From an optimization exercise on the open Yosys and OpenROAD flow, aimed at small area and a short achievable clock period; shortcuts taken in it are not production practice. In this exercise RTL edits were held to simulation tests only and were not proved equivalent to the original.

## neuron
module neuron (CLK, INIT, RESET, SPIKED, V_OUT, U_OUT, I, a, b, c, d);
    input CLK, INIT, RESET;
    input [31:0] I, a, b, c, d;
    output SPIKED;
    output [31:0] V_OUT, U_OUT;
    reg [31:0] V;    
    reg [31:0] U;    
    assign V_OUT = V;
    assign U_OUT = U;
    function [8:0] bk_add8;
        input [7:0] a;
        input [7:0] b;
        input ci;
        reg [7:0] p, g;
        reg [8:0] c;
        reg G1, G2, G3, G4, G5, G6, G7, G8, G9, G10, G11, G12, P2, P3, P4, P6;
        begin
            p = a ^ b;
            g = a & b;
            G1 = g[0] | (p[0] & ci);
            G2 = g[2] | (p[2] & g[1]);
            P2 = p[2] & p[1];
            G3 = g[4] | (p[4] & g[3]);
            P3 = p[4] & p[3];
            G4 = g[6] | (p[6] & g[5]);
            P4 = p[6] & p[5];
            G5 = G2 | (P2 & G1);
            G6 = G4 | (P4 & G3);
            P6 = P4 & P3;
            G7 = G6 | (P6 & G5);
            G8 = G3 | (P3 & G5);
            G9 = g[1] | (p[1] & G1);
            G10 = g[3] | (p[3] & G5);
            G11 = g[5] | (p[5] & G8);
            G12 = g[7] | (p[7] & G7);
            c = {G12, G7, G11, G8, G10, G5, G9, G1, ci};
            bk_add8 = {c[8], p ^ c[7:0]};
        end
    endfunction
    function [24:0] bk_add24;
        input [23:0] a;
        input [23:0] b;
        input ci;
        reg [23:0] p, g;
        reg [24:0] c;
        reg G1, G2, G3, G4, G5, G6, G7, G8, G9, G10, G11, G12, G13, G14, G15, G16, G17, G18, G19, G20, G21, G22, G23, G24, G25, G26, G27, G28, G29, G30, G31, G32, G33, G34, G35, G36, G37, G38, G39, G40, G41, G42, P2, P3, P4, P5, P6, P7, P8, P9, P10, P11, P12, P14, P15, P16, P17, P18, P20, P21;
        begin
            p = a ^ b;
            g = a & b;
            G1 = g[0] | (p[0] & ci);
            G2 = g[2] | (p[2] & g[1]);
  ...
Size: ~15000 cells after synthesis, about 64 flip-flops, roughly 230 I/O pins.
make LEC_CHECK=0 ABC_AREA=1 CAP_MARGIN=30 CORE_MARGIN=2 CORE_UTILIZATION=60 PLACE_DENSITY=0.75 SLEW_MARGIN=70 SYNTH_HIERARCHICAL=1 SYNTH_MINIMUM_KEEP_SIZE=0 finish   # period 120.0 ns
run.sh (not shown) runs the stock make flow with config.mk's settings and CLKGATE_MAP_FILE= SYNTH_SCRIPT=/design/flow/synth_recipe.tcl, a recipe that flattens the netlist after the stock synthesis.
==> next run, changes <==
- CAP_MARGIN: 30 -> 50
- SLEW_MARGIN: 70 -> 80
Outcome: Non-clock buffer count goes up by 236; routed wire length rises by a few percent; die area is unchanged; worst hold slack loses 9.6 ps; core utilization increases by 4.1 points; design area grows by a few percent; setup slack is better by 1100 ps; cell count went up slightly; via count rose slightly; maximum frequency climbs slightly.
==> next run, changes <==
- SLEW_MARGIN: 80 -> 70
The new run completed with no timing, DRC or antenna violations.
Utilization went down by 4.1 points.
Cell area is lower by 6.0%.

========
Setup of run A:
Another version of the RTL of neuron (not shown whole).
Size in the first run: ~64 flip-flops, about 230 I/O pins.
Settings: LEC_CHECK=0, ABC_AREA=1, CAP_MARGIN=50, CORE_MARGIN=2, CORE_UTILIZATION=60, PLACE_DENSITY=0.75, SLEW_MARGIN=70, SYNTH_HIERARCHICAL=1, SYNTH_MINIMUM_KEEP_SIZE=0; clock period 120.0 ns.
standard.sh (not shown) runs the stock make flow with config.mk's settings and CLKGATE_MAP_FILE= SYNTH_SCRIPT=/design/flow/synth_recipe.tcl, a recipe that flattens the netlist after the stock synthesis.
==> flow/flow/run.sh <==
#!/bin/bash
set -euo pipefail
W=$(pwd)
bash "$W/standard.sh" SETUP_SLACK_MARGIN=60 finish > "$W/flow_make.log" 2>&1
Inputs modified between run A and run B:
==> flow/run.sh (new file) <==
#!/bin/bash
# synth_recipe.tcl (not shown) runs the flow's synth.tcl, then flattens the netlist and writes it again
# the make line also repeats each setting of config.mk as NAME=value (left out here)
make -C /OpenROAD-flow-scripts/flow DESIGN_CONFIG=/design/flow/config.mk WORK_HOME=/design/flow/orfs CLKGATE_MAP_FILE= SYNTH_SCRIPT=/design/flow/synth_recipe.tcl finish
removed: flow/flow/run.sh
removed: flow/standard.sh
Notes after the runs:
Run B ended with every stage complete and zero timing, DRC or antenna violations. Taking run A as the reference, in run B wire length fell about 6.4%, buffers plus inverters on the worst setup path rose 15. Run B ended with more maximum number of pins on one net before global-route repair than run A. When the final numbers for run A and run B were put side by side, the number of nets in the finished design turned out to be smaller in run B. Per the comparison of run B with run A, post-CTS setup buffer count has decreased; remaining max-slew budget at the tightest pin has increased. On met1 track demand over resource in global routing: between run A and run B, it ends up lower for run B. The start point of the critical path comes out V[27] in one run and b[27] in the other, namely in run B and run A respectively.
Modified inputs, run C compared to run B
==> flow/flow/run.sh (new file) <==
#!/bin/bash
set -euo pipefail
W=$(pwd)
bash "$W/standard.sh" SETUP_SLACK_MARGIN=60 SKIP_GATE_CLONING=1 SKIP_PIN_SWAP=1 finish > "$W/flow_make.log" 2>&1
==> flow/standard.sh (new file) <==
#!/bin/bash
# synth_recipe.tcl (not shown) runs the flow's synth.tcl, then flattens the netlist and writes it again
# the make line also repeats each setting of config.mk as NAME=value (left out here)
make -C /OpenROAD-flow-scripts/flow DESIGN_CONFIG=/design/flow/config.mk WORK_HOME=/design/flow/orfs CLKGATE_MAP_FILE= SYNTH_SCRIPT=/design/flow/synth_recipe.tcl "${@:-finish}"
removed: flow/run.sh
## What came out
- Per the final summary, run C finished and its layout is clean on timing, DRC and antenna.
- [compare] base=run B new=run C: post-detailed-route via-to-cell ratio increased about 0.9%, critical path depth went down by 179, final standard cell area without fillers climbed about 6%.
- Global-route usage in run C is 1.1 points above run B.

========
v6:
neuron, a different RTL version from the one above (not shown whole).
Size in the first run: about 16,000 cells after synthesis, roughly 64 flip-flops, ~230 I/O pins, roughly 110,000 um^2 of cells after synthesis.
Settings: LEC_CHECK=0, ABC_AREA=1, CAP_MARGIN=20, CORE_MARGIN=2, CORE_UTILIZATION=40, PLACE_DENSITY=0.6, SLEW_MARGIN=20; clock period 120.0 ns.
run.sh (not shown) runs the stock make flow with config.mk's settings and CLKGATE_MAP_FILE= SYNTH_SCRIPT=/design/flow/synth_recipe.tcl, a recipe that flattens the netlist after the stock synthesis.
Stock flow here: none of the scripts above is used.
Looking at the reports, v6 completed the entire flow and the layout it produced met the timing, design-rule and antenna checks.
The following lists how v7 was set up differently from v6:
- PLACE_DENSITY changed from 0.6 to 0.75
- CORE_UTILIZATION changed from 40 to 60
Findings:
- Both conditions hold for v7: the flow ran to the end and the final layout passed the timing, design-rule and antenna checks.
- v6: flow completed, timing, DRC and antenna clean
- Diff v6 -> v7 | met1 routed wirelength after detailed routing | decrease of about 11%
- v7 against v6: global-route usage over all layers now sits higher; height of the chip now sits lower; non-clock buffer count now sits lower.

[what the ideal ports hide]
The flow's constraints put no driver on any port. The routed layouts listed below were extracted and timed again, unchanged, in two steps. Step 1 (the two cells are an assumption about what drives the block):
set clk [get_ports {CLK}]
set_driving_cell -lib_cell sky130_fd_sc_hd__clkbuf_16 $clk
set_driving_cell -lib_cell sky130_fd_sc_hd__buf_2 [delete_from_list [all_inputs] $clk]
Step 2, shift: input delay + t, output delay - t, t = (earliest + latest rising clock arrival at the registers) / 2. This alone moves slack from input paths to output paths. Three values: no drivers, after step 1, after step 2; two values: the first two.
run | t (ns) | setup WS [ns] | latest minus earliest clock arrival (ns) | slew at the worst register clock pin (ns) | worst slew at a driven data input, ns
the first run of note 1 | 0.416 | 51.193 / 51.193 / 51.193 | 0.012 / 0.012 | 0.07 / 0.07 | 0.20
the second run of note 1 | 0.418 | 52.271 / 52.271 / 52.271 | 0.019 / 0.019 | 0.08 / 0.08 | 0.20
the third run of note 1 | 0.412 | 51.860 / 51.860 / 51.860 | 0.013 / 0.013 | 0.07 / 0.07 | 0.18
run A | 0.428 | 61.373 / 61.409 / 60.981 | 0.020 / 0.020 | 0.07 / 0.07 | 0.21
run B | 0.438 | 51.002 / 51.002 / 51.002 | 0.017 / 0.016 | 0.07 / 0.07 | 0.18
run C | 0.438 | 61.558 / 61.531 / 61.093 | 0.018 / 0.018 | 0.07 / 0.07 | 0.21
v6 | 0.490 | 42.123 / 42.123 / 42.123 | 0.041 / 0.041 | 0.10 / 0.10 | 0.16
v7 | 0.483 | 39.906 / 39.906 / 39.906 | 0.016 / 0.016 | 0.07 / 0.07 | 0.25
After both steps setup and hold are still met in every run listed. For run C, which loses most, drivers alone change the setup slack by -0.027 ns; drivers and shift together by -0.465 ns.
